Context: an optimization exercise on an open-source flow, tuned for small area and a short achievable clock period. The choices shown serve that exercise and are no tape-out recipe. Function was checked by simulation only, so behaviour that the tests miss may differ from the original.

--- flow/config.mk ---
export PLATFORM = sky130hd
export DESIGN_NAME = QR_decomposition_v2
export DESIGN_NICKNAME = QR_decomposition_v2
export VERILOG_FILES = /design/flow/design.v
export SDC_FILE = /design/flow/constraint.sdc
export NUM_CORES = 4
export LEC_CHECK = 0
export ABC_AREA = 1
export ABC_CLOCK_PERIOD_IN_PS = 18000
export CAP_MARGIN = 30
export CORE_MARGIN = 2
export CORE_UTILIZATION = 35
export SETUP_SLACK_MARGIN = 0.5
export SLEW_MARGIN = 30
--- flow/constraint.sdc ---
create_clock -name core_clock -period 27.0 [get_ports {clk}]
set_input_delay 5.4000 -clock core_clock [delete_from_list [all_inputs] [get_ports {clk}]]
set_output_delay 5.4000 -clock core_clock [all_outputs]
set_load 0.01 [all_outputs]
--- flow/design.v ---
module QR_decomposition_v2(clk, rst_n,valid, in_1, in_2, in_3, in_4, out_1, out_2, out_3, out_4);
	parameter HOLD = 4;
	input clk;
	input rst_n;
	input valid;
	input signed [17-1:0] in_1, in_2, in_3, in_4;
	output signed [17-1:0] out_1, out_2, out_3, out_4;
	reg [2:0] counter;
	always @(posedge clk, negedge rst_n) begin
		if (!rst_n) counter <= 3'd0;
		else if (valid) counter <= counter + 3'd1;
	end
	reg signed [17-1:0] in_skew_3[1*HOLD-1:0], in_skew_4[2*HOLD-1:0];
	reg signed [17-1:0] DU2[HOLD-1:0], DU3[HOLD-1:0];
	reg signed [17-1:0] out_skew_2[1*HOLD-1:0], out_skew_1[2*HOLD-1:0];
	wire signed [17-1:0] xin_PE[6:1], yin_PE[6:1];
	wire signed [17-1:0] xout_PE[6:1], yout_PE[6:1];
	wire mode_PE[6:1], rz_PE[6:1];
	wire signed [17-1:0] DU2_c, DU3_c, out_skew_1_c, out_skew_2_c;
	wire mu_PE1;
	reg signed [17-1:0] DU2_x;
	reg DU2_mu;
	wire signed [17-1:0] DU2_r;
	CORDIC_PE_Acc #(.SHIFT_STAGE(12)) du2_rot12(.x(DU2_x), .y(DU2[0]), .mu(DU2_mu), .x_out(), .y_out(DU2_r));
	CSD csd_du2(.in(DU2_r), .out(DU2_c));
	CSD csd_du3(.in(DU3[0]), .out(DU3_c));
	CSD csd_os1(.in(out_skew_1[0]), .out(out_skew_1_c));
	CSD csd_os2(.in(out_skew_2[0]), .out(out_skew_2_c));
	reg [6:0] alive;
	always @(posedge clk, negedge rst_n) begin
		if (!rst_n) alive <= 7'd0;
		else alive <= {alive[5:0], 1'b1};
	end
	integer i;
	always @(posedge clk) begin
		in_skew_3[0] <= in_3;
		in_skew_4[0] <= in_4;
		DU2[0] <= yout_PE[1];
		DU2_x <= xout_PE[1];
		DU2_mu <= mu_PE1;
		DU3[0] <= yout_PE[4];
		out_skew_1[0] <= xout_PE[3];
		out_skew_2[0] <= xout_PE[5];
		DU2[1] <= DU2_c;
		DU3[1] <= DU3_c;
		out_skew_1[1] <= out_skew_1_c;
		out_skew_2[1] <= out_skew_2_c;
		for (i = 1; i < HOLD-1; i = i + 1) in_skew_3[i] <= in_skew_3[i-1];
		for (i = 2; i < HOLD-1; i = i + 1) begin
			DU2[i] <= DU2[i-1]; DU3[i] <= DU3[i-1]; out_skew_2[i] <= out_skew_2[i-1];
		end
		for (i = 1; i < 2*HOLD-1; i = i + 1) in_skew_4[i] <= in_skew_4[i-1];
		for (i = 2; i < 2*HOLD-1; i = i + 1) out_skew_1[i] <= out_skew_1[i-1];
	end
	always @(posedge clk, negedge rst_n) begin
		if (!rst_n) begin
			in_skew_3[HOLD-1] <= 0; DU2[HOLD-1] <= 0; DU3[HOLD-1] <= 0; out_skew_2[HOLD-1] <= 0;
			in_skew_4[2*HOLD-1] <= 0; out_skew_1[2*HOLD-1] <= 0;
		end else begin
			in_skew_3[HOLD-1]    <= alive[HOLD-2]   ? in_skew_3[HOLD-2]    : 0;
			DU2[HOLD-1]          <= alive[HOLD-2]   ? DU2[HOLD-2]          : 0;
			DU3[HOLD-1]          <= alive[HOLD-2]   ? DU3[HOLD-2]          : 0;
			out_skew_2[HOLD-1]   <= alive[HOLD-2]   ? out_skew_2[HOLD-2]   : 0;
			in_skew_4[2*HOLD-1]  <= alive[2*HOLD-2] ? in_skew_4[2*HOLD-2]  : 0;
			out_skew_1[2*HOLD-1] <= alive[2*HOLD-2] ? out_skew_1[2*HOLD-2] : 0;
		end
	end
	assign xin_PE[1] = in_1;           assign yin_PE[1] = in_2;
	assign xin_PE[2] = xout_PE[1];     assign yin_PE[2] = in_skew_3[HOLD-1];
	assign xin_PE[3] = xout_PE[2];     assign yin_PE[3] = in_skew_4[2*HOLD-1];
	assign xin_PE[4] = DU2[HOLD-1];    assign yin_PE[4] = yout_PE[2];
	assign xin_PE[5] = xout_PE[4];     assign yin_PE[5] = yout_PE[3];
	assign xin_PE[6] = DU3[HOLD-1];    assign yin_PE[6] = yout_PE[5];
	assign mode_PE[1] = (counter != 3'd0);
	assign mode_PE[2] = (counter != 3'd4);
	assign mode_PE[3] = (counter != 3'd0);
	assign mode_PE[4] = (counter != 3'd1);
	assign mode_PE[5] = (counter != 3'd5);
	assign mode_PE[6] = (counter != 3'd2);
	assign rz_PE[1] = 1'b0;
	assign rz_PE[2] = 1'b0;
	assign rz_PE[3] = 1'b0;
	assign rz_PE[4] = (counter == 3'd0);
	assign rz_PE[5] = (counter == 3'd4);
	assign rz_PE[6] = (counter == 3'd0) | (counter == 3'd1);
	localparam [16:0] CUTS_FIRST = (17'd1 << 2) | (17'd1 << 6) | (17'd1 << 10) | (17'd1 << 15);
	localparam [16:0] CUTS_MID   = (17'd1 << 4) | (17'd1 << 8) | (17'd1 << 12) | (17'd1 << 15);
	localparam [16:0] CUTS_LAST  = (17'd1 << 4) | (17'd1 << 8) | (17'd1 << 12) | (17'd1 << 16);
	CORDIC_PE #(.CUTS(CUTS_FIRST), .DEFER12(1)) pe1 (.clk(clk), .rst_n(rst_n),
		.mode(mode_PE[1]), .rz(rz_PE[1]), .x(xin_PE[1]), .y(yin_PE[1]), .y_aux(17'd0), .mu_aux(1'b0),
		.x_out(xout_PE[1]), .y_out(yout_PE[1]), .mu_out(mu_PE1));
	CORDIC_PE #(.CUTS(CUTS_MID), .IN_ROT12(1), .CSD_X(1)) pe2 (.clk(clk), .rst_n(rst_n),
		.mode(mode_PE[2]), .rz(rz_PE[2]), .x(xin_PE[2]), .y(yin_PE[2]), .y_aux(yout_PE[1]), .mu_aux(mu_PE1),
		.x_out(xout_PE[2]), .y_out(yout_PE[2]), .mu_out());
	CORDIC_PE #(.CUTS(CUTS_MID), .CSD_X(1)) pe3 (.clk(clk), .rst_n(rst_n),
		.mode(mode_PE[3]), .rz(rz_PE[3]), .x(xin_PE[3]), .y(yin_PE[3]), .y_aux(17'd0), .mu_aux(1'b0),
		.x_out(xout_PE[3]), .y_out(yout_PE[3]), .mu_out());
	CORDIC_PE #(.CUTS(CUTS_MID), .CSD_Y(1)) pe4 (.clk(clk), .rst_n(rst_n),
		.mode(mode_PE[4]), .rz(rz_PE[4]), .x(xin_PE[4]), .y(yin_PE[4]), .y_aux(17'd0), .mu_aux(1'b0),
		.x_out(xout_PE[4]), .y_out(yout_PE[4]), .mu_out());
	CORDIC_PE #(.CUTS(CUTS_MID), .CSD_X(1), .CSD_Y(1)) pe5 (.clk(clk), .rst_n(rst_n),
		.mode(mode_PE[5]), .rz(rz_PE[5]), .x(xin_PE[5]), .y(yin_PE[5]), .y_aux(17'd0), .mu_aux(1'b0),
		.x_out(xout_PE[5]), .y_out(yout_PE[5]), .mu_out());
	CORDIC_PE #(.CUTS(CUTS_LAST), .CSD_Y(1), .CSD_OUT(1)) pe6 (.clk(clk), .rst_n(rst_n),
		.mode(mode_PE[6]), .rz(rz_PE[6]), .x(xin_PE[6]), .y(yin_PE[6]), .y_aux(17'd0), .mu_aux(1'b0),
		.x_out(xout_PE[6]), .y_out(yout_PE[6]), .mu_out());
	assign out_1 = out_skew_1[2*HOLD-1];
	assign out_2 = out_skew_2[HOLD-1];
	assign out_3 = xout_PE[6];
	assign out_4 = yout_PE[6];
endmodule
module CSD(in, out);
input signed [17-1:0] in;
output signed [17-1:0] out;
wire s = in[16];
wire s1 = in[1] ^ in[3];
wire c2 = in[1] & in[3];
wire s3 = in[2] ^ in[4] ^ ~in[7];
wire c4 = (in[2] & in[4]) | (in[2] & ~in[7]) | (in[4] & ~in[7]);
wire s5 = in[3] ^ in[5] ^ ~in[8];
wire c6 = (in[3] & in[5]) | (in[3] & ~in[8]) | (in[5] & ~in[8]);
wire s7 = in[4] ^ in[6];
wire c8 = in[4] & in[6];
wire s9 = ~in[6] ^ ~in[9] ^ ~in[12];
wire c10 = (~in[6] & ~in[9]) | (~in[6] & ~in[12]) | (~in[9] & ~in[12]);
wire s11 = ~in[10] ^ ~in[13] ^ in[15];
wire c12 = (~in[10] & ~in[13]) | (~in[10] & in[15]) | (~in[13] & in[15]);
wire s13 = 1'b1 ^ s3;
wire c14 = 1'b1 & s3;
wire s15 = ~in[11] ^ ~in[14] ^ ~s;
wire c16 = (~in[11] & ~in[14]) | (~in[11] & ~s) | (~in[14] & ~s);
wire s17 = 1'b1 ^ s5 ^ c4;
wire c18 = (1'b1 & s5) | (1'b1 & c4) | (s5 & c4);
wire s19 = ~in[9] ^ ~in[12] ^ ~in[15];
wire c20 = (~in[9] & ~in[12]) | (~in[9] & ~in[15]) | (~in[12] & ~in[15]);
wire s21 = 1'b1 ^ s7 ^ c6;
wire c22 = (1'b1 & s7) | (1'b1 & c6) | (s7 & c6);
wire s23 = in[5] ^ in[7] ^ ~in[10];
wire c24 = (in[5] & in[7]) | (in[5] & ~in[10]) | (in[7] & ~in[10]);
wire s25 = ~in[13] ^ s ^ c8;
wire c26 = (~in[13] & s) | (~in[13] & c8) | (s & c8);
wire s27 = in[6] ^ in[8] ^ ~in[11];
wire c28 = (in[6] & in[8]) | (in[6] & ~in[11]) | (in[8] & ~in[11]);
wire s29 = ~in[14] ^ 1'b1;
wire c30 = ~in[14] & 1'b1;
wire s31 = in[7] ^ in[9] ^ ~in[12];
wire c32 = (in[7] & in[9]) | (in[7] & ~in[12]) | (in[9] & ~in[12]);
wire s33 = ~in[15] ^ 1'b1;
wire c34 = ~in[15] & 1'b1;
wire s35 = in[8] ^ in[10] ^ ~in[13];
wire c36 = (in[8] & in[10]) | (in[8] & ~in[13]) | (in[10] & ~in[13]);
wire s37 = in[9] ^ in[11];
wire c38 = in[9] & in[11];
wire s39 = in[10] ^ in[12];
wire c40 = in[10] & in[12];
wire s41 = in[14] ^ 1'b1;
wire c42 = in[14] & 1'b1;
wire s43 = c2 ^ s11 ^ s13;
wire c44 = (c2 & s11) | (c2 & s13) | (s11 & s13);
wire s45 = s15 ^ s17 ^ c12;
wire c46 = (s15 & s17) | (s15 & c12) | (s17 & c12);
wire s47 = s19 ^ s21 ^ c16;
wire c48 = (s19 & s21) | (s19 & c16) | (s21 & c16);
wire s49 = s23 ^ s25 ^ c20;
wire c50 = (s23 & s25) | (s23 & c20) | (s25 & c20);
wire s51 = s27 ^ s29 ^ c24;
wire c52 = (s27 & s29) | (s27 & c24) | (s29 & c24);
wire s53 = s31 ^ s33 ^ c28;
wire c54 = (s31 & s33) | (s31 & c28) | (s33 & c28);
wire s55 = s ^ s35 ^ c32;
wire c56 = (s & s35) | (s & c32) | (s35 & c32);
wire s57 = ~in[14] ^ 1'b1 ^ s37;
wire c58 = (~in[14] & 1'b1) | (~in[14] & s37) | (1'b1 & s37);
wire s59 = ~in[15] ^ 1'b1 ^ s39;
wire c60 = (~in[15] & 1'b1) | (~in[15] & s39) | (1'b1 & s39);
wire s61 = in[11] ^ in[13] ^ s;
wire c62 = (in[11] & in[13]) | (in[11] & s) | (in[13] & s);
wire s63 = in[12] ^ in[14];
wire c64 = in[12] & in[14];
wire s65 = in[13] ^ in[15];
wire c66 = in[13] & in[15];
wire s67 = s1 ^ s9;
wire c68 = s1 & s9;
wire s69 = c10 ^ s43 ^ c42;
wire c70 = (c10 & s43) | (c10 & c42) | (s43 & c42);
wire s71 = c14 ^ s45 ^ c44;
wire c72 = (c14 & s45) | (c14 & c44) | (s45 & c44);
wire s73 = c18 ^ s47 ^ c46;
wire c74 = (c18 & s47) | (c18 & c46) | (s47 & c46);
wire s75 = c22 ^ s49 ^ c48;
wire c76 = (c22 & s49) | (c22 & c48) | (s49 & c48);
wire s77 = c26 ^ s51 ^ c50;
wire c78 = (c26 & s51) | (c26 & c50) | (s51 & c50);
wire s79 = c30 ^ s53 ^ c52;
wire c80 = (c30 & s53) | (c30 & c52) | (s53 & c52);
wire s81 = c34 ^ s55 ^ c54;
wire c82 = (c34 & s55) | (c34 & c54) | (s55 & c54);
wire s83 = c36 ^ s57 ^ c56;
wire c84 = (c36 & s57) | (c36 & c56) | (s57 & c56);
wire s85 = c38 ^ s59 ^ c58;
wire c86 = (c38 & s59) | (c38 & c58) | (s59 & c58);
wire s87 = c40 ^ s61 ^ c60;
wire c88 = (c40 & s61) | (c40 & c60) | (s61 & c60);
wire s89 = 1'b1 ^ s63 ^ c62;
wire c90 = (1'b1 & s63) | (1'b1 & c62) | (s63 & c62);
wire s91 = 1'b1 ^ s65 ^ c64;
wire c92 = (1'b1 & s65) | (1'b1 & c64) | (s65 & c64);
wire s93 = in[14] ^ ~s ^ c66;
wire c94 = (in[14] & ~s) | (in[14] & c66) | (~s & c66);
wire s95 = in[15] ^ 1'b1;
wire c96 = in[15] & 1'b1;
wire [16:0] ra = {1'b1, ~s, s95, s93, s91, s89, s87, s85, s83, s81, s79, s77, s75, s73, s71, s69, s41};
wire [16:0] rb = {1'b0, c96, c94, c92, c90, c88, c86, c84, c82, c80, c78, c76, c74, c72, c70, c68, s67};
CSA_add final_add(.a(ra), .b(rb), .ci(1'b0), .s(out));
endmodule
module CORDIC_PE_Acc(x, y, mu, x_out, y_out);
parameter SHIFT_STAGE = 0;
input signed [17-1:0] x, y;
input mu;
output signed [17-1:0] x_out, y_out;
wire signed [17-1:0] X_SHIFT = x >>> SHIFT_STAGE;
wire signed [17-1:0] Y_SHIFT = y >>> SHIFT_STAGE;
CSA_add add_x(.a(x), .b(Y_SHIFT ^ {17{mu}}), .ci(mu), .s(x_out));
CSA_add add_y(.a(y), .b(X_SHIFT ^ {17{!mu}}), .ci(!mu), .s(y_out));
endmodule
module CSA_add(a, b, ci, s);
input [17-1:0] a, b;
input ci;
output [17-1:0] s;
wire [17-1:0] p = a ^ b;
wire [17-1:0] g = a & b;
wire [17:0] g0 = {g, ci};
wire [17:0] p0 = {p, 1'b0};
wire [17:0] g1, p1, g2, p2, g3, p3, g4, p4, d1, d2, d3;
genvar i;
generate
	for (i = 0; i < 18; i = i + 1) begin : up
		if (i % 2 == 1) begin : l1
			assign g1[i] = g0[i] | (p0[i] & g0[i-1]); assign p1[i] = p0[i] & p0[i-1];
		end else begin : k1
			assign g1[i] = g0[i]; assign p1[i] = p0[i];
		end
		if (i % 4 == 3) begin : l2
			assign g2[i] = g1[i] | (p1[i] & g1[i-2]); assign p2[i] = p1[i] & p1[i-2];
		end else begin : k2
			assign g2[i] = g1[i]; assign p2[i] = p1[i];
		end
		if (i % 8 == 7) begin : l3
			assign g3[i] = g2[i] | (p2[i] & g2[i-4]); assign p3[i] = p2[i] & p2[i-4];
		end else begin : k3
			assign g3[i] = g2[i]; assign p3[i] = p2[i];
		end
		if (i % 16 == 15) begin : l4
			assign g4[i] = g3[i] | (p3[i] & g3[i-8]); assign p4[i] = p3[i] & p3[i-8];
		end else begin : k4
			assign g4[i] = g3[i]; assign p4[i] = p3[i];
		end
		if (i == 11) begin : m1
			assign d1[i] = g4[i] | (p4[i] & g4[7]);
		end else if (i == 17) begin : m1b
			assign d1[i] = g4[i] | (p4[i] & g4[15]);
		end else begin : n1
			assign d1[i] = g4[i];
		end
		if (i % 4 == 1 && i >= 5) begin : m2
			assign d2[i] = d1[i] | (p1[i] & d1[i-2]);
		end else begin : n2
			assign d2[i] = d1[i];
		end
		if (i % 2 == 0 && i >= 2) begin : m3
			assign d3[i] = d2[i] | (p0[i] & d2[i-1]);
		end else begin : n3
			assign d3[i] = d2[i];
		end
	end
endgenerate
assign s = p ^ d3[17-1:0];
endmodule
module CORDIC_PE(clk, rst_n, mode, rz, x, y, y_aux, mu_aux, x_out, y_out, mu_out);
	parameter [16:0] CUTS = 17'b0_1001_0001_0001_0000;
	parameter IN_ROT12 = 0;
	parameter CSD_X = 0;
	parameter CSD_Y = 0;
	parameter DEFER12 = 0;
	parameter CSD_OUT = 0;
	localparam [12:0] RZ_MU = 13'b1000011010001;
	input clk, rst_n;
	input mode, rz;
	input signed [17-1:0] x, y;
	input signed [17-1:0] y_aux;  
	input mu_aux;                            
	output signed [17-1:0] x_out, y_out;
	output mu_out;
	reg map_s;
	reg [12:0] mu_s;
	genvar e;
	generate
		for (e = 0; e < 17; e = e + 1) begin : el
			wire signed [17-1:0] xi, yi;
			wire mi, ri, pi;
			wire [2:0] ki;
			wire signed [17-1:0] xo, yo;
			wire [2:0] ko;
			if (e == 0) begin : head
				assign xi = x;
				assign yi = y;
				assign mi = mode;
				assign ri = rz;
				assign pi = map_s;
				assign ki = 3'b000;
			end else begin : link
				assign xi = el[e-1].xq;
				assign yi = el[e-1].yq;
				assign mi = el[e-1].mq;
				assign ri = el[e-1].rq;
				assign pi = el[e-1].pq;
				assign ki = el[e-1].kq;
			end
			if (e == 0) begin : rot12_in
				if (IN_ROT12) begin : r
					CORDIC_PE_Acc #(.SHIFT_STAGE(12)) stage_(.x(xi), .y(y_aux), .mu(mu_aux), .x_out(xo), .y_out());
				end else begin : n
					assign xo = xi;
				end
				assign yo = yi;
				assign ko = ki;
			end else if (e == 1 || e == 16) begin : csd
				if ((e == 1) ? CSD_X : CSD_OUT) begin : cx
					CSD scaling_x(.in(xi), .out(xo));
				end else begin : nx
					assign xo = xi;
				end
				if ((e == 1) ? CSD_Y : CSD_OUT) begin : cy
					CSD scaling_y(.in(yi), .out(yo));
				end else begin : ny
					assign yo = yi;
				end
				assign ko = ki;
			end else if (e == 2) begin : entry1
				wire nx = !ri & (mi ? pi : xi[17-1]);
				wire ny = !ri & mi & pi;
				wire m = ri ? RZ_MU[0] : (!mi ? yi[17-1] : (pi ^ mu_s[0]));
				assign xo = xi;
				assign yo = yi;
				assign ko = {m, ny, nx};
				always @(posedge clk, negedge rst_n) begin
					if (!rst_n) begin
						map_s <= 1'b0;
						mu_s[0] <= 1'b0;
					end else begin
						if (!mi) map_s <= xi[17-1];
						if (ri | !mi) mu_s[0] <= m;
					end
				end
			end else if (e == 3) begin : entry2
				wire nx = ki[0], ny = ki[1], m = ki[2];
				wire cx1 = nx, cx2 = ny ^ m;
				wire cy1 = ny, cy2 = nx ^ !m;
				wire [17-1:0] ax = xi ^ {17{cx1}};
				wire [17-1:0] bx = yi ^ {17{cx2}};
				wire [17-1:0] ay = yi ^ {17{cy1}};
				wire [17-1:0] by = xi ^ {17{cy2}};
				CSA_add add_x(.a(ax ^ bx), .b({ax[17-2:0] & bx[17-2:0], cx1}), .ci(cx2), .s(xo));
				CSA_add add_y(.a(ay ^ by), .b({ay[17-2:0] & by[17-2:0], cy1}), .ci(cy2), .s(yo));
				assign ko = ki;
			end else begin : rot
				wire mu = ri ? RZ_MU[e-3] : (!mi ? yi[17-1] : (pi ^ mu_s[e-3]));
				if (DEFER12 && e == 15) begin : dir_only
					assign xo = xi;
					assign yo = yi;
					assign ko = {2'b00, mu};
				end else begin : full
					CORDIC_PE_Acc #(.SHIFT_STAGE(e-3)) stage_(.x(xi), .y(yi), .mu(mu), .x_out(xo), .y_out(yo));
					assign ko = ki;
				end
				always @(posedge clk, negedge rst_n) begin
					if (!rst_n) mu_s[e-3] <= 1'b0;
					else if (ri | !mi) mu_s[e-3] <= mu;
				end
			end
			wire signed [17-1:0] xq, yq;
			wire mq, rq, pq;
			wire [2:0] kq;
			if (CUTS[e]) begin : cut
				reg signed [17-1:0] xr, yr;
				reg mr, rr, pr;
				reg [2:0] kr;
				always @(posedge clk, negedge rst_n) begin
					if (!rst_n) begin
						xr <= 0; yr <= 0; mr <= 1'b0; rr <= 1'b0; pr <= 1'b0; kr <= 3'b000;
					end else begin
						xr <= xo; yr <= yo; mr <= mi; rr <= ri; pr <= pi; kr <= ko;
					end
				end
				assign xq = xr; assign yq = yr; assign mq = mr; assign rq = rr; assign pq = pr; assign kq = kr;
			end else begin : pass
				assign xq = xo; assign yq = yo; assign mq = mi; assign rq = ri; assign pq = pi; assign kq = ko;
			end
		end
	endgenerate
	assign x_out = el[16].xq;
	assign y_out = el[16].yq;
	assign mu_out = el[16].kq[0];
endmodule
--- flow/flow/run.sh ---
#!/bin/bash
# Layout flow: the standard flow with two changes.
# - Yosys does not extract full/half adder cells before ABC, so ABC maps each
#   register-to-register cone of the CORDIC adder chains as a whole.
#   Registers are unchanged.
# - Timing repair (floorplan, CTS, global route) aims for more setup slack,
#   without gate cloning,
#   than the 0.5 ns the design's settings ask for; the clock and the
#   constraints are the design's.
set -euo pipefail
MARGIN=19
sed -e 's/CLKGATE_MAP_FILE= /CLKGATE_MAP_FILE= ADDER_MAP_FILE= /' \
    -e "s/SETUP_SLACK_MARGIN=[0-9.]*/SETUP_SLACK_MARGIN=$MARGIN/" standard.sh > standard_mod.sh
grep -q 'ADDER_MAP_FILE= ' standard_mod.sh
grep -q "SETUP_SLACK_MARGIN=$MARGIN" standard_mod.sh
SKIP_GATE_CLONING=1 bash standard_mod.sh > flow_make.log 2>&1
--- flow/standard.sh ---
#!/bin/bash
# synth_recipe.tcl (not shown) runs the flow's synth.tcl, then flattens the netlist and writes it again
# the make line also repeats each setting of config.mk as NAME=value (left out here)
make -C /OpenROAD-flow-scripts/flow DESIGN_CONFIG=/design/flow/config.mk WORK_HOME=/design/flow/orfs CLKGATE_MAP_FILE= SYNTH_SCRIPT=/design/flow/synth_recipe.tcl "${@:-finish}"
==> impl_metrics.toml, run 1 <==
[floorplan]
fp.coreArea_um2 = 556000
die_y_um = 751
initial_core_util_pct = 35.1
rows = 274
die_area_um2 = 564000
die_w_um = 751
io_pins = 139

[routing]
drc = 0
ant_nets = 0
vias = 207000
viasPerCell = 4.76
wl_per_cell_um = 13.2
drt_first_iter_violations = 12300
routed_wl_um = 574000
dr.pass1.iters = 18

[yosys]
syn_inst = 34800
postSynth.asyncResetShare_pct = 70.2
ys_seq_area_share_pct = 18.0
synth.distinct_cells = 98
ys.flop_type = "dfrtp_1"
syn_area_per_cell_um2 = 5.60
yosysWarnings = 19
netlist_area_um2 = 195000
synth_edf_count = 0
synth_fp_nets = 34900
ys_ff_latch = 1494

[grt]
grt_overflow = 0
grt_max_degree = 149
grt_usage_pct = 18.7
grt_pass1_wl_um = 893000
grt_pass1_vias = 184000
antenna_found_initial = 10

[sta]
setup_viol_count_final = 0
finalCriticalPeriod_ns = 7.63
hold_viol = 0
final.setup.tns_ns = 0
clock.fmax_mhz = 131
worst_pin_slew_ns = 1.07
fin_ws_ns = 19.37
skew_ns = 0.0846
slew_viol_final = 0
relSlewSlack_pct = 28.3
grt_setup_unrepaired = "yes"
finalCritPeriodShare_pct = 28.2

[hold_path]
min_path_type = "reg -> reg"
min_from = "pe1.el[15].cut.yr[3]"

[clock_tree]
cts_tree = "done"
cts.sinks = 1494
cts-root-buf = "clkbuf_16"
cts.clk_slew.worst_paths_ns = 0.06
clock_latency_ns = 0.97
hold_buffers = 0
cts_max_path_buffers = 4
h-tree-depth = 4
cts_buffers = 190

[critical_path]
worstPathMaxFanout = 8
cp.required_ns = 27.80
start_kind = "flip-flop"
cp_slowest_cell = "dfrtp_2"
arrival_ns = 8.42
cpMostUsedCell = "nand2_1"
worstSetupStartpoint = "pe4.el[8].cut.mr"
endpoint_kind = "flip-flop"
critical-path-max-stage-delay_ns = 0.46
critPathKind = "reg -> reg"
r2r_start = "pe4.el[8].cut.mr"

[placed_design]
port_buffers = 138
dp_hpwl_um = 446000
placed_area_um2 = 203000
gp_congestion = 0.899
preCtsSetupSlack_ns = 16.84

[final_layout]
utilization_pct = 41.1
num-fill-cells = 59400
area_growth_pct = 17.0
final_area_um2 = 228000
final_nets = 36000
drive_gt1_share_pct = 14.2

[outcome]
status = "finished clean"

[flow_run]
drv_cap = 0
-- synthesized netlist by cell type (all sizes together), types with 59 or more instances --
master  instances  share of area [%]
a21boi        147               0.58
a21o           59               0.23
a21oi         790                2.2
and2           95               0.31
buf           350                1.7
clkbuf         90               0.21
dfrtp        1049                 13
dfxtp         445                4.6
inv          5129                9.9
nand2       15300                 31
nand3        3760                 10
nand3b        258                1.0
nand4         112               0.37
nor2         2057                4.0
nor3          100               0.29
o21ai         902                2.4
o21bai        117               0.47
or2           644                2.1
xnor2         615                2.8
xor2         2407                 11
-- area by class of cell --
class                   count  area (µm²)  share of cell area (%)
multi-input cells       27800      145000                    63.7
clock inverters           106        1220                   0.533
inverters                5154       19600                    8.59
repair buffers           1342       12100                    5.32
clock buffers             246        5380                    2.35
flip-flops and latches   1494       35300                    15.4
diodes                      5        12.5                 0.00548
well taps                7452        9320                    4.08
-- layout by cell type, fill, tap and decap left out, drive strengths merged, types with 6 or more instances in the layout --
master / n
bufinv: 17
clkbuf: 263
buf: 1188
nor4: 45
maj3: 10
o41ai: 39
nand2: 15300
and2: 95
a41o: 6
o21bai: 117
nor3b: 11
a21oi: 790
clkinv: 75
o31ai: 10
clkinvlp: 28
o211ai: 24
o22ai: 27
and3: 6
nand4: 112
o21ai: 902
nor2: 2057
a31oi: 39
nor3: 100
a21o: 59
inv: 5140
dfrtp: 1049
a41oi: 51
a21boi: 147
nand3: 3760
xnor2: 615
or2: 644
dfxtp: 445
nand3b: 258
o21a: 57
clkdlybuf4s50: 137
xor2: 2407
a31o: 7
-- worst max-delay path, delay by kind of cell (launching register included) --
family | cells | cell delay, ns
compound gates | 5 | 0.94
xor+xnor | 1 | 0.18
buf+inv | 8 | 1.16
flops | 1 | 0.46
simple gates | 51 | 4.70
-- layer usage --
metal  vias up  track usage (%)  wire (µm)
li1     109000                -          -
met1     93900             24.6     267000
met2      3442             33.5     274000
met3       635             1.39      20900
met4         0             3.54      11500
met5         -                0          0
-- through the flow --
step,cells,hold slack (ns)
after floorplan,34800,0.310
after global placement,42000,0.310
after detailed placement,42000,0.312
after CTS,42500,0.299
after global routing,43600,0.307
final,43600,0.305
-- sequential cells by signal, indices dropped and copies added, names as in the netlist, 68 cells and up --
| signal | cells |
|---|---|
| out_skew_1 | 135 |
| pe1.el.cut.yr | 68 |
| in_skew_3 | 68 |
| DU2 | 68 |
| in_skew_4 | 136 |
| pe6.el.cut.xr | 68 |
| pe1.el.cut.xr | 68 |
| pe6.el.cut.yr | 68 |
-- worst paths after layout --
| path | endpoint | slack, ns | depth (start not counted) |
|---|---|---|---|
| setup reg to reg | pe4.el[12].cut.yr[10] | 19.37 | 65 |
| max in group asynchronous | pe2.el[4].cut.yr[16] | 19.62 | 5 |
| min in group asynchronous | pe6.el[8].cut.yr[11] | 4.44 | 1 |
| setup / recovery | pe4.el[12].cut.yr[10] | 19.37 | 65 |
| hold reg to reg | DU2[0][3] | 0.30 | 0 |
| hold / removal | DU2[0][3] | 0.30 | 0 |
-- kinds of logic after synthesis --
| group | share of synthesized area, % |
|---|---|
| fa+ha+maj | 0.0519 |
| other cells | 0.00192 |
| xor+xnor | 13.9 |
| simple gates | 49.2 |
| flops | 18.0 |
| compound gates | 7.05 |
| buf+inv | 11.8 |
| mux | 0.0231 |
-- timing repair --
item	4_1_cts	5_1_grt
gates resized for setup	278	2219
hold endpoints to repair	0	0
setup buffers	115	1037
setup endpoints to repair	694	788
cloned	0	0
pin swaps	49	580
==> run 2: changes to the inputs <==
--- a/flow/config.mk
+++ b/flow/config.mk
@@ -9,6 +9,7 @@
 export ABC_CLOCK_PERIOD_IN_PS = 18000
 export CAP_MARGIN = 30
 export CORE_MARGIN = 2
-export CORE_UTILIZATION = 35
+export CORE_UTILIZATION = 55
+export PLACE_DENSITY = 0.72
 export SETUP_SLACK_MARGIN = 0.5
 export SLEW_MARGIN = 30
==> run 2 against run 1 <==
Effect of this change: critical path depth down 5; worst hold slack better by 0.013 ns; synthesized area unchanged; routed wire length fell by 5.2%; sequential cell count unchanged; sequential share of layout area up 0.47 points; register-to-register slack worse by 0.13 ns; global-route usage increased by 9.2 points; maximum frequency down 1.7%; non-clock buffer count down 164; critical path type unchanged; largest cell class unchanged.
==> impl_metrics.toml, run 2 <==
[outcome]
status = "finished clean"

[clock_tree]
cts_max_path_buffers = 4
h-tree-depth = 4
cts.clk_slew.worst_paths_ns = 0.06
cts.sinks = 1494
cts_tree = "done"
clock_latency_ns = 0.93
cts_buffers = 176
cts-root-buf = "clkbuf_16"

[yosys]
synth_top_area_cell = "nand2_1"
postSynth.asyncResetShare_pct = 70.2
ys_ff_latch = 1494
ys_seq_area_share_pct = 18.0
syn_inst = 34800
netlist_area_um2 = 195000
synth_fp_nets = 34900
syn_area_per_cell_um2 = 5.60
synth.distinct_cells = 98
synth_edf_count = 0
synth_top_area_share_pct = 28.1
synthTopCellsByArea = "nand2_1 28%, dfrtp_1 13%, xor2_1 10%"
ys.flop_type = "dfrtp_1"
yosysWarnings = 19
synth_commonest_cells = "14600 x nand2_1, 4840 x inv_1, 3585 x nand3_1, 2337 x xor2_1, 2002 x nor2_1"
synth.most_common_cell = "nand2_1"

[sta]
final.setup.tns_ns = 0
slew_viol_final = 0
clock.fmax_mhz = 129
skew_ns = 0.0613
worst_pin_slew_ns = 1.14
grt_setup_unrepaired = "yes"
setup_viol_count_final = 0
relSlewSlack_pct = 23.8
finalCritPeriodShare_pct = 28.7
finalCriticalPeriod_ns = 7.76
hold_viol = 0
fin_ws_ns = 19.24

[routing]
viasPerCell = 5.14
dr.pass1.iters = 8
ant_nets = 0
drt_first_iter_violations = 14200
wl_per_cell_um = 13.4
vias = 209000
routed_wl_um = 544000
drc = 0

[floorplan]
die_y_um = 600
rows = 218
die_w_um = 600
initial_core_util_pct = 55.3
die_area_um2 = 360000
io_pins = 139
fp.coreArea_um2 = 353000

[critical_path]
worst-r2r-setup-slack_ns = 19.24
cpMostUsedCell = "nand2_1"
critPathKind = "reg -> reg"
arrival_ns = 8.61
start_kind = "flip-flop"
timing.rr.end = "pe5.el[8].cut.yr[10]"
r2r_start = "pe5.el[4].cut.pr"
cp.required_ns = 27.85
r2r_cells = 60
endpoint_kind = "flip-flop"
critical-path-max-stage-delay_ns = 0.50
cp_slowest_cell = "dfrtp_2"
worstPathMaxFanout = 8

[grt]
grt_max_degree = 157
antenna_found_initial = 8
grt_pass1_wl_um = 853000
grt_overflow = 0
grt_usage_pct = 27.8
grt_pass1_vias = 184000

[placed_design]
port_buffers = 138
gp_congestion = 0.919
dp_hpwl_um = 418000
dp_cells = 39300
preCtsSetupSlack_ns = 17.10

[hold_path]
min_to = "out_skew_1[0][16]"
min_path_type = "reg -> reg"
whs_path_depth = 0
min_from = "pe3.el[15].cut.xr[16]"

[final_layout]
final_nets = 35800
num-fill-cells = 34200
regArea_um2 = 35300
drive_gt1_share_pct = 13.0
final_cell_mix = "14000 x nand2_1, 4791 x inv_1, 3414 x nand3_1"
top_register = "in_skew_4"
area_growth_pct = 13.5
reg.largest.list = "in_skew_4 x136, out_skew_1 x135"
instances_no_fill = 40600
largest_reg_flops = 136
final_common_cell = "nand2_1"
multi_input_area_um2 = 144000

[flow_run]
drv_cap = 0
## run 2: cell counts after synthesis
Identical to the previous run, type by type.
## run 2: per-stage QoR
| step | cell area [µm²] | utilization [%] | hold slack, ns |
|---|---|---|---|
| floorplan | 195000 | - | 0.310 |
| CTS | 208000 | 58.8 | 0.307 |
| global placement | 199000 | 56.5 | 0.310 |
| global route | 222000 | 62.8 | 0.328 |
| finish | 222000 | 62.8 | 0.318 |
| detailed placement | 199000 | 56.5 | 0.312 |
## run 2: final cells by class
class                           instances  share of cell area (%)
Antenna cell                            3                 0.00339
Tap cell                             4730                    2.67
Clock buffer                          219                    2.19
Inverter                             5154                    8.85
Sequential cell                      1494                    15.9
Clock inverter                        104                   0.594
Timing Repair Buffer                 1178                    4.82
Multi-Input combinational cell      27800                    65.0
## run 2: cells by family after synthesis
| kind of cell | Yosys count | synth area share [%] |
|---|---|---|
| other cells | 1 | 0.00192 |
| xor+xnor | 3022 | 13.9 |
| simple gates | 22400 | 49.2 |
| flops | 1494 | 18.0 |
| buf+inv | 5596 | 11.8 |
| fa+ha+maj | 10 | 0.0519 |
| mux | 4 | 0.0231 |
| compound gates | 2294 | 7.05 |
## run 2: worst max path at each step
stage | startpoint | end | depth (start not counted)
global route | pe6.el[12].cut.yr[16] | pe6.el[16].cut.yr[10] | 70
detailed placement | pe3.el[12].cut.mr | pe1.mu_s[12] | 66
floorplan | pe2.el[8].cut.mr | pe2.el[12].cut.yr[16] | 65
finish | pe5.el[4].cut.pr | pe5.el[8].cut.yr[10] | 60
CTS | pe5.el[12].cut.mr | pe5.el[15].cut.yr[10] | 58
global placement | pe3.el[12].cut.mr | pe1.el[15].cut.kr[0] | 66
## run 2: per-layer routing
metal	track usage, %	part of all wire (%)	up-vias
met1	34.6	44	94500
met3	1.93	4.3	957
met5	0	0	-
met4	7.83	3.1	0
met2	51.3	49	4381
li1	-	-	109000
## run 2: critical path, delay by kind of cell (launching register included)
| kind | cells | cell delay (ns) |
|---|---|---|
| AND/OR/NAND/NOR | 43 | 4.38 |
| flip-flops | 1 | 0.50 |
| AO/OA/AOI/OAI | 8 | 1.52 |
| XOR/XNOR | 1 | 0.18 |
| buffers and inverters | 8 | 1.12 |
## run 2: what timing repair did
item / CTS / global route
gates resized for setup: 247 / 1829
setup buffers: 82 / 910
pin swaps: 43 / 442
hold buffers: 0 / 0
cloned: 0 / 0
endpoints found under the setup margin: 738 / 769
==> run 3: changes to the inputs <==
==> flow/flow/run.sh (replaced) <==
#!/bin/bash
# Layout flow: the standard flow with these changes.
# - Yosys does not extract full/half adder cells before ABC, so ABC maps each
#   register-to-register cone of the CORDIC adder chains as a whole.
#   Registers are unchanged.
# - Timing repair aims for more setup slack than the 0.5 ns the design's
#   settings ask for, without gate cloning: 19.5 ns up to and including clock
#   tree synthesis, 18.8 ns after global routing. The clock and the
#   constraints are the design's.
set -euo pipefail
make_script() {
  sed -e 's/CLKGATE_MAP_FILE= /CLKGATE_MAP_FILE= ADDER_MAP_FILE= /' \
      -e "s/SETUP_SLACK_MARGIN=[0-9.]*/SETUP_SLACK_MARGIN=$1/" standard.sh > "$2"
  grep -q 'ADDER_MAP_FILE= ' "$2"
  grep -q "SETUP_SLACK_MARGIN=$1" "$2"
}
make_script 19.5 standard_cts.sh
make_script 18.8 standard_rest.sh
SKIP_GATE_CLONING=1 bash standard_cts.sh cts > flow_make_cts.log 2>&1
SKIP_GATE_CLONING=1 bash standard_rest.sh > flow_make.log 2>&1
--- a/flow/config.mk
+++ b/flow/config.mk
@@ -9,7 +9,6 @@
 export ABC_CLOCK_PERIOD_IN_PS = 18000
 export CAP_MARGIN = 30
 export CORE_MARGIN = 2
-export CORE_UTILIZATION = 55
-export PLACE_DENSITY = 0.72
+export CORE_UTILIZATION = 35
 export SETUP_SLACK_MARGIN = 0.5
 export SLEW_MARGIN = 30
==> run 3 against run 2 <==
Effect of this change: sequential share of layout area hardly changed; largest cell class unchanged; critical path type unchanged; synthesized area unchanged; critical path depth grew 2; synthesized cell count is the same; cell area down 0.15%.
==> impl_metrics.toml, run 3 <==
[outcome]
status = "finished clean"

[floorplan]
die_area_um2 = 564000
die_y_um = 751
rows = 274
fp.coreArea_um2 = 556000
io_pins = 139
die_w_um = 751
initial_core_util_pct = 35.1

[sta]
finalCritPeriodShare_pct = 28.1
setup_viol_count_final = 0
slew_viol_final = 0
grt_setup_unrepaired = "yes"
finalCriticalPeriod_ns = 7.58
hold_slack_ns = 0.304
final.setup.tns_ns = 0
worst_pin_slew_ns = 1.03
clock.fmax_mhz = 132
skew_ns = 0.0845
hold_viol = 0
relSlewSlack_pct = 30.9

[placed_design]
port_buffers = 138
dp_hpwl_um = 446000
placed_area_um2 = 203000
dp_cells = 42000
gp_congestion = 0.899

[hold_path]
whs_path_depth = 0
min_path_type = "reg -> reg"
min_from = "pe1.el[15].cut.yr[3]"
min_to = "DU2[0][3]"

[routing]
vias = 205000
viasPerCell = 4.75
wl_per_cell_um = 13.0
drc = 0
routed_wl_um = 563000
drt_first_iter_violations = 12100
dr.pass1.iters = 9
ant_nets = 0

[critical_path]
endpoint_kind = "flip-flop"
cp_slowest_cell = "dfrtp_2"
arrival_ns = 8.44
cp.required_ns = 27.86
start_kind = "flip-flop"
worst-r2r-setup-slack_ns = 19.42
critPathKind = "reg -> reg"
timing.rr.end = "pe3.el[8].cut.yr[16]"
worstPathMaxFanout = 13
critical-path-max-stage-delay_ns = 0.51
r2r_cells = 62
r2r_start = "pe3.el[4].cut.pr"

[clock_tree]
cts-root-buf = "clkbuf_16"
cts_max_path_buffers = 4
clock_latency_ns = 0.97
h-tree-depth = 4
cts.clk_slew.worst_paths_ns = 0.06
cts_tree = "done"
cts_buffers = 190
cts.sinks = 1494
hold_buffers = 0

[final_layout]
top_register = "in_skew_4"
reg.largest.list = "in_skew_4 x136, out_skew_1 x135"
num-fill-cells = 59900
final_area_um2 = 221000
final_cell_mix = "14300 x nand2_1, 4806 x inv_1, 3495 x nand3_1"
instances_no_fill = 43200
area_growth_pct = 13.4
drive_gt1_share_pct = 11.2
final_common_cell = "nand2_1"
final_nets = 35600
largest_reg_flops = 136

[yosys]
syn_inst = 34800
synth_fp_nets = 34900
ys_ff_latch = 1494
synth_top_area_share_pct = 28.1
synth_top_area_cell = "nand2_1"
postSynth.asyncResetShare_pct = 70.2
ys.flop_type = "dfrtp_1"
yosysWarnings = 19
synthTopCellsByArea = "nand2_1 28%, dfrtp_1 13%, xor2_1 10%"
synth_edf_count = 0
syn_area_per_cell_um2 = 5.60
netlist_area_um2 = 195000
synth_commonest_cells = "14600 x nand2_1, 4840 x inv_1, 3585 x nand3_1, 2337 x xor2_1, 2002 x nor2_1"
synth.most_common_cell = "nand2_1"
ys_seq_area_share_pct = 18.0
synth.distinct_cells = 98

[grt]
grt_overflow = 0
grt_usage_pct = 19.1
grt_pass1_vias = 187000
grt_pass1_wl_um = 911000
grt_max_degree = 149
antenna_found_initial = 10

[flow_run]
drv_cap = 0
-- run 3: cell counts after synthesis --
No cell type changed its count.
-- run 3: area by class of cell --
class	count	area, µm²	share of cell area [%]
Multi-Input combinational cell	27800	142000	64.0
Sequential cell	1494	35200	15.9
Inverter	5154	19500	8.83
Tap cell	7452	9320	4.21
Timing Repair Buffer	965	8880	4.01
Clock buffer	246	5380	2.43
Clock inverter	106	1220	0.550
Antenna cell	3	7.51	0.00339
-- run 3: what timing repair did --
action | 4_1_cts | 5_1_grt
cloned | 0 | 0
setup buffers | 489 | 287
endpoints found under the setup margin | 896 | 371
resized for setup | 717 | 616
pin swaps | 182 | 196
-- run 3: cells by family (layout without fill, tap and decap cells) --
family	count (synthesis)	count (layout)	share of synthesized area, %
buf+inv	5596	6471	11.8
simple gates	22400	22400	49.2
other cells	1	4	0.00192
flops	1494	1494	18.0
xor+xnor	3022	3022	13.9
fa+ha+maj	10	10	0.0519
mux	4	4	0.0231
compound gates	2294	2294	7.05
-- run 3: metal layers --
| metal | routed length [µm] | vias to the layer above | share of wire, % | GRT usage, % |
|---|---|---|---|---|
| li1 | - | 109000 | - | - |
| met1 | 263000 | 92500 | 47 | 25.0 |
| met2 | 266000 | 3385 | 47 | 34.2 |
| met3 | 21200 | 618 | 3.8 | 1.48 |
| met4 | 11900 | 0 | 2.1 | 3.80 |
| met5 | 0 | - | 0 | 0 |
-- run 3: critical path: cells and delay by family, from the launching register on --
family	cells	cell delay [ns]
and+or+nand+nor	49	4.73
buffers and inverters	7	1.16
AOI/OAI and AO/OA	4	0.74
DFF	1	0.51
xor gates and xnor gates	2	0.30
-- run 3: worst max-delay path by stage --
| stage | from | to |
|---|---|---|
| after floorplan | pe2.el[8].cut.mr | pe2.el[12].cut.yr[16] |
| after global placement | pe3.el[12].cut.mr | pe1.mu_s[12] |
| after detailed placement | pe3.el[12].cut.mr | pe1.mu_s[12] |
| after CTS | pe2.el[4].cut.mr | pe2.el[8].cut.xr[14] |
| after global routing | pe6.el[8].cut.mr | pe6.el[12].cut.xr[14] |
| final | pe3.el[4].cut.pr | pe3.el[8].cut.yr[16] |
-- run 3: stage by stage --
step	setup slack (ns)	util (%)
global route	18.72	39.8
finish	19.42	39.8
floorplan	20.73	-
global placement	16.62	36.4
CTS	19.50	39.0
detailed placement	16.84	36.4

[re-timing with driven ports]
Ports are ideal in the flow. The routed layouts listed here were re-timed in OpenROAD.
Step 1, drivers: a clkbuf_16 drives clk and a buf_2 each remaining input, both assumed.
Step 2, shift: input delay + t, output delay - t, t = (earliest + latest rising clock arrival at the registers) / 2. This alone moves slack from input paths to output paths.
a / b / c = ideal / step 1 / step 2; a / b = the first two.
run | t, ns | setup slack, ns | worst data-port slew with drivers (ns)
run 1 | 1.048 | 19.375 / 19.375 / 18.578 | 0.22
run 2 | 0.997 | 19.241 / 19.241 / 18.688 | 0.20
run 3 | 1.042 | 19.420 / 19.420 / 18.596 | 0.26
After both steps setup and hold are still met in every run listed. For run 3, which loses most, drivers alone change the setup slack by 0.000 ns; drivers and shift together by -0.824 ns. Setup slack includes reset recovery checks.
